From an optimization exercise on the open Yosys and OpenROAD flow, aimed at small area; shortcuts taken in it are not production practice.
In this exercise RTL edits were held to simulation tests only and were not proved equivalent to the original.
No driver is modelled on the clock port, so clocking that relies on it looks cheaper here than on a real chip.
Power figures rest on the tool's default switching activity, not on a simulated workload.

## juniper
==> flow/design.v <==
`timescale 1ns / 1ps
module lfsr_tmr #(parameter N = 14, K = 0, L1V = 0, L2V = 0, TV = 0, TM = 0) (
    input  clk,
    input  l1,
    output hit
    );
    reg [N-1:0] q;
    assign hit = ((q ^ TV) & TM) == 0;
    always @(posedge clk)
        if (l1)       q <= L1V;
        else if (hit) q <= L2V;
        else          q <= {~q[N-2:0], q[N-1] ^ q[K]};
endmodule
module com_top(
    input [10:0]    iSW,
    input           clk,
    input           rst,
    input           btn,
    output          rxd_out,
    input           txd_in,
    output          cts,
    input           rts,
    output [7:0]    iSEG,
    output [7:0]    iSEGSEL,
    output [10:0]    oLED
    );
    assign cts = 1'b0;
    reg  [2:0] ss;
    reg  [3:0] r;
    reg  [7:0] rxb;
    reg        err, p;
    wire       samp;
    wire       ridle = r == 4'd3;
    wire       start = ss[2] & ~ss[1];
    wire       rxv   = r == 4'd2;
    lfsr_tmr #(.N(14),.K(0),.L1V(14'd8057),.L2V(14'd0),.TV(14'd10054),.TM(14'd6143)) rxt (clk, ridle, samp);
    always @(posedge clk) begin
        ss <= rst ? 3'b111 : {ss[1:0], txd_in};
        if (rst)                     r <= 4'd3;
        else if (ridle)              r <= start ? 4'd7 : 4'd3;
        else if (samp | rxv)         r <= r + 4'd1;
        p <= ridle ? 1'b0 : p ^ (samp & txd_in);
        if (rst)
            err <= 1'b0;
        else if (samp & ((r == 4'd7 & txd_in) | (r == 4'd0 & ~(p ^ txd_in)) | (r == 4'd1 & ~txd_in)))
            err <= 1'b1;
    end
    genvar gi;
    generate for (gi = 0; gi < 8; gi = gi + 1) begin : rb
        always @(posedge clk)
            if (rst | (ridle & start))              rxb[gi] <= 1'b0;
            else if (samp & (r == 4'd8 + gi))       rxb[gi] <= txd_in;
    end endgenerate
    reg  [7:0] mydata;
    reg  [7:0] slot0, slot1, slot2, slot3;
    reg  [1:0] rxp, txp;      
    reg        ovf;
    reg  [3:0] s;
    reg        pt;
    wire       tick;
    wire       tidle = s == 4'd4;
    wire       full  = txp == rxp;
    wire       empty = txp + 2'd1 == rxp;
    wire [7:0] tdat  = txp[1] ? (txp[0] ? slot3 : slot2) : (txp[0] ? slot1 : slot0);
    wire [3:0] bsel = {slot3[s[2:0]], slot2[s[2:0]], slot1[s[2:0]], slot0[s[2:0]]};
    wire       dbit  = bsel[txp];
    lfsr_tmr #(.N(14),.K(0),.L1V(14'd14230),.L2V(14'd0),.TV(14'd10054),.TM(14'd6143)) txt (clk, rst, tick);
    always @(posedge clk) begin
        if (rst) begin
            mydata <= 8'd0;
            rxp <= 2'd0;
            txp <= 2'd3;
            ovf <= 1'b0;
        end
        else if (rxv) begin
            mydata <= rxb;
            if (!full) begin
                case (rxp)
                    2'd0: slot0 <= rxb;
                    2'd1: slot1 <= rxb;
                    2'd2: slot2 <= rxb;
                    default: slot3 <= rxb;
                endcase
                rxp <= rxp + 2'd1;
                ovf <= 1'b0;
            end
            else
                ovf <= 1'b1;
        end
        else if (!empty & tidle) begin
            txp <= txp + 2'd1;
            ovf <= 1'b0;
        end
        if (rst)                      s <= 4'd4;
        else if (tidle)               s <= (!rxv & !empty) ? 4'd5 : 4'd4;
        else if (tick)                s <= (s == 4'd1) ? 4'd4 : s + 4'd1;
        pt <= s[3] ? pt ^ (tick & dbit) : (s == 4'd0) ? pt : 1'b1;
    end
    assign rxd_out = s[3] ? dbit : (s == 4'd7) ? 1'b0 : (s == 4'd0) ? pt : 1'b1;
    reg  [1:0] sel;
    wire       dtick;
    lfsr_tmr #(.N(17),.K(1),.L1V(17'd118479),.L2V(17'd84301),.TV(17'd98274),.TM(17'd131051)) dpt (clk, rst, dtick);
    always @(posedge clk)
        sel <= rst ? 2'd0 : sel + {1'b0, dtick};
    wire [3:0] nib = sel[1] ? 4'd0 : sel[0] ? mydata[7:4] : mydata[3:0];
    reg  [6:0] seg;
    always @(*)
        case (nib)
            4'd0: seg = 7'h40;  4'd1: seg = 7'h79;  4'd2: seg = 7'h24;  4'd3: seg = 7'h30;
            4'd4: seg = 7'h19;  4'd5: seg = 7'h12;  4'd6: seg = 7'h02;  4'd7: seg = 7'h78;
            4'd8: seg = 7'h00;  4'd9: seg = 7'h10;  4'd10: seg = 7'h08; 4'd11: seg = 7'h03;
            4'd12: seg = 7'h46; 4'd13: seg = 7'h21; 4'd14: seg = 7'h06; default: seg = 7'h0e;
        endcase
    assign iSEG    = {1'b1, seg};
    assign iSEGSEL = {4'b1111, ~(4'b0001 << sel)};
    assign oLED    = {ovf, err, rxb, rxd_out};
endmodule
==> flow/config.mk <==
export PLATFORM = sky130hd
export DESIGN_NAME = com_top
export DESIGN_NICKNAME = com_top
export VERILOG_FILES = /design/flow/design.v
export SDC_FILE = /design/flow/constraint.sdc
export NUM_CORES = 4
export LEC_CHECK = 0
export CAP_MARGIN = 20
export CORE_MARGIN = 2
export CORE_UTILIZATION = 60
export GPL_TIMING_DRIVEN = 0
export SLEW_MARGIN = 20
==> flow/constraint.sdc <==
create_clock -name core_clock -period 10.0 [get_ports {clk}]
set_input_delay 2.0000 -clock core_clock [delete_from_list [all_inputs] [get_ports {clk}]]
set_output_delay 2.0000 -clock core_clock [all_outputs]
set_load 0.01 [all_outputs]
standard.sh (not shown) runs the stock make flow with config.mk's settings and CLKGATE_MAP_FILE= SYNTH_SCRIPT=/design/flow/synth_recipe.tcl, a recipe that flattens the netlist after the stock synthesis.
==> flow/flow/run.sh <==
#!/bin/bash
# The standard ORFS layout, with these knobs changed:
#  - synthesis maps the logic with an area-only ABC script (flow/abc_area_map.script)
#    instead of ORFS's delay-driven one; the flip-flops are mapped by the
#    standard synthesis steps before ABC runs, so the registers are unchanged;
#  - ADDER_MAP_FILE empty: Yosys does not extract half adders (it otherwise maps
#    plain AND gates into ha cells whose sum output is unused);
#  - port buffers are buf_1 instead of clkdlybuf4s50_1;
#  - global placement is not timing driven (it only added buffers);
#  - the clock tree is built by flow/mytree.tcl before CTS runs: the clock sinks are
#    split into 4 groups by position, each driven by one clock buffer fed from the
#    clock port; CTS is then told to leave those nets alone.
# make's full output goes to make_finish.log; ORFS keeps each step's log in orfs/logs.
set -euo pipefail
export MY_NCLK=4 MY_CLKBUF=sky130_fd_sc_hd__clkbuf_16
rm -rf scripts_local
cp -r "$FLOW_HOME/scripts" scripts_local
cp flow/abc_area_map.script scripts_local/abc_speed.script
bash standard.sh \
  SCRIPTS_DIR="$PWD/scripts_local" \
  ADDER_MAP_FILE= \
  BUFFER_PORTS_ARGS="-buffer_cell sky130_fd_sc_hd__buf_1" \
  CTS_ARGS="-buf_list sky130_fd_sc_hd__clkbuf_16 -dont_use_dummy_load" \
  PRE_CTS_TCL="$PWD/flow/mytree.tcl" \
  finish > make_finish.log 2>&1
Other scripts of this flow, unchanged in this note and not shown: flow/flow/abc_area_map.script, flow/flow/mytree.tcl
Relative to juniper, the following input files were edited for ember:
diff --git a/flow/flow/run.sh b/flow/flow/run.sh
--- a/flow/flow/run.sh
+++ b/flow/flow/run.sh
@@ -9 +9,3 @@
-#  - global placement is not timing driven (it only added buffers);
+#  - global placement is not timing driven (it only added buffers), and the
+#    buffers ABC left are removed at floorplan instead;
+#  - the constant outputs share one tie cell per value (no tie fanout repair);
@@ -21,0 +24,2 @@
+  REMOVE_ABC_BUFFERS=1 \
+  SKIP_REPAIR_TIE_FANOUT=1 \
--- outcome ---
Compared with juniper, in ember cell count along the critical path went down 6, cell count saw a decrease, power share of the combinational group dropped 0.4 points. Clock power: ember vs juniper — no meaningful difference. In ember, multi-input gate share of the layout cell area is higher than in juniper. On net switching fraction of the power, ember and juniper are basically level.
Input-level comparison between onyx and ember:
diff --git a/flow/flow/run.sh b/flow/flow/run.sh
--- a/flow/flow/run.sh
+++ b/flow/flow/run.sh
@@ -9,3 +9 @@
-#  - global placement is not timing driven (it only added buffers), and the
-#    buffers ABC left are removed at floorplan instead;
-#  - the constant outputs share one tie cell per value (no tie fanout repair);
+#  - global placement is not timing driven (it only added buffers);
@@ -25 +22,0 @@
-  SKIP_REPAIR_TIE_FANOUT=1 \
[summary]
- onyx finished every stage and its layout cleared the timing, design-rule and antenna checks.
- ~same clock-net power in ember and onyx
- Comparing ember and onyx, the lower total power per unit cell area is on onyx.
- Diff ember..onyx | die area | negligible
- Comparing the two runs side by side, onyx comes out ahead of ember on final hold slack.
- From ember to onyx, flip-flop and latch count did not move at all.
- onyx ended up with rxb[7] as its capturing instance or port of the critical path; ember ended up with txt.q[0].

========
Another version of the RTL of com_top (not shown whole).
For scale: about 430 cells after synthesis, ~45 I/O pins, roughly 4700 µm² of cells after synthesis.
==> flow/config.mk <==
export PLATFORM = sky130hd
export DESIGN_NAME = com_top
export DESIGN_NICKNAME = com_top
export VERILOG_FILES = /design/flow/design.v
export SDC_FILE = /design/flow/constraint.sdc
export NUM_CORES = 4
export LEC_CHECK = 0
export CAP_MARGIN = 20
export CORE_MARGIN = 2
export CORE_UTILIZATION = 40
export SLEW_MARGIN = 20
==> flow/constraint.sdc <==
create_clock -name core_clock -period 10.0 [get_ports {clk}]
set_input_delay 2.0000 -clock core_clock [delete_from_list [all_inputs] [get_ports {clk}]]
set_output_delay 2.0000 -clock core_clock [all_outputs]
set_load 0.01 [all_outputs]
==> flow/flow/run.sh <==
#!/bin/bash
# Standard ORFS layout with smaller port buffers and a leaner clock tree
# (no dummy clock loads). Synthesis is the standard synthesis, unchanged.
set -euo pipefail
bash standard.sh \
  BUFFER_PORTS_ARGS="-buffer_cell sky130_fd_sc_hd__buf_1" \
  CTS_ARGS="-sink_clustering_enable -sink_clustering_size 40 -sink_clustering_max_diameter 200 -buf_list sky130_fd_sc_hd__clkbuf_8 -dont_use_dummy_load" \
  finish > make_finish.log 2>&1
Change:
==> flow/run.sh (new file) <==
#!/bin/bash
# synth_recipe.tcl (not shown) runs the flow's synth.tcl, then flattens the netlist and writes it again
# the make line also repeats each setting of config.mk as NAME=value (left out here)
make -C /OpenROAD-flow-scripts/flow DESIGN_CONFIG=/design/flow/config.mk WORK_HOME=/design/flow/orfs CLKGATE_MAP_FILE= SYNTH_SCRIPT=/design/flow/synth_recipe.tcl finish
removed: flow/flow/run.sh
removed: flow/standard.sh
Total power rose by 30%.
Register-to-register slack is worse by 0.04 ns.
Non-clock buffer count is unchanged.
Final area rose by 9.7%.
Routed wire length rose by 3.6%.
Final cell count rose by 2.6%.
Via count rose by 0.47%.
Core utilization rose by 4.3 points.
Setup slack is worse by 0.35 ns.
Change:
Settings changed: CTS_BUF_LIST from default to sky130_fd_sc_hd__clkbuf_8, CTS_CLUSTER_DIAMETER from default to 200, CTS_CLUSTER_SIZE from default to 60.
Effect:
- cell count stays the same
- core utilization is lower by 1.7 points
- sequential share of layout area is higher by 1.7 points
- via count is about the same
- sequential power is about the same
- global-route usage is lower by 0.16 points
- fmax is about the same
- worst setup slack loses 0.014 ns
- register-to-register slack hardly moves

static timing again, ports no longer ideal:
How much do the figures lean on ideal ports? The routed layouts below were timed once more, with nothing changed but the port constraints.
Step 1 assumes that a clkbuf_16 drives the clock port and a buf_2 every other input.
Step 2 also shifts input and output timing later by t, the mid clock arrival at the registers, as if the neighbouring blocks saw the same clock.
Three values: ideal, step 1, step 2; two values: the first two.
run	shift t [ns]	setup slack, ns	worst setup path after step 2	worst slew at a driven data input, ns
juniper	0.235	5.762 / 5.686 / 5.616	input to register	0.03
ember	0.231	5.788 / 5.789 / 5.602	input to register	0.03
onyx	0.237	5.554 / 5.604 / 5.367	input to register	0.03
the first run of note 2	0.445	5.294 / 5.261 / 5.706	register to output	0.03
the second run of note 2	0.445	4.945 / 4.905 / 5.349	register to output	0.03
the third run of note 2	0.462	4.931 / 4.895 / 5.357	register to output	0.03
After both steps every run listed still meets setup and hold. The setup slack of onyx, which loses most, moves by +0.050 ns with the drivers and by -0.187 ns with both steps.
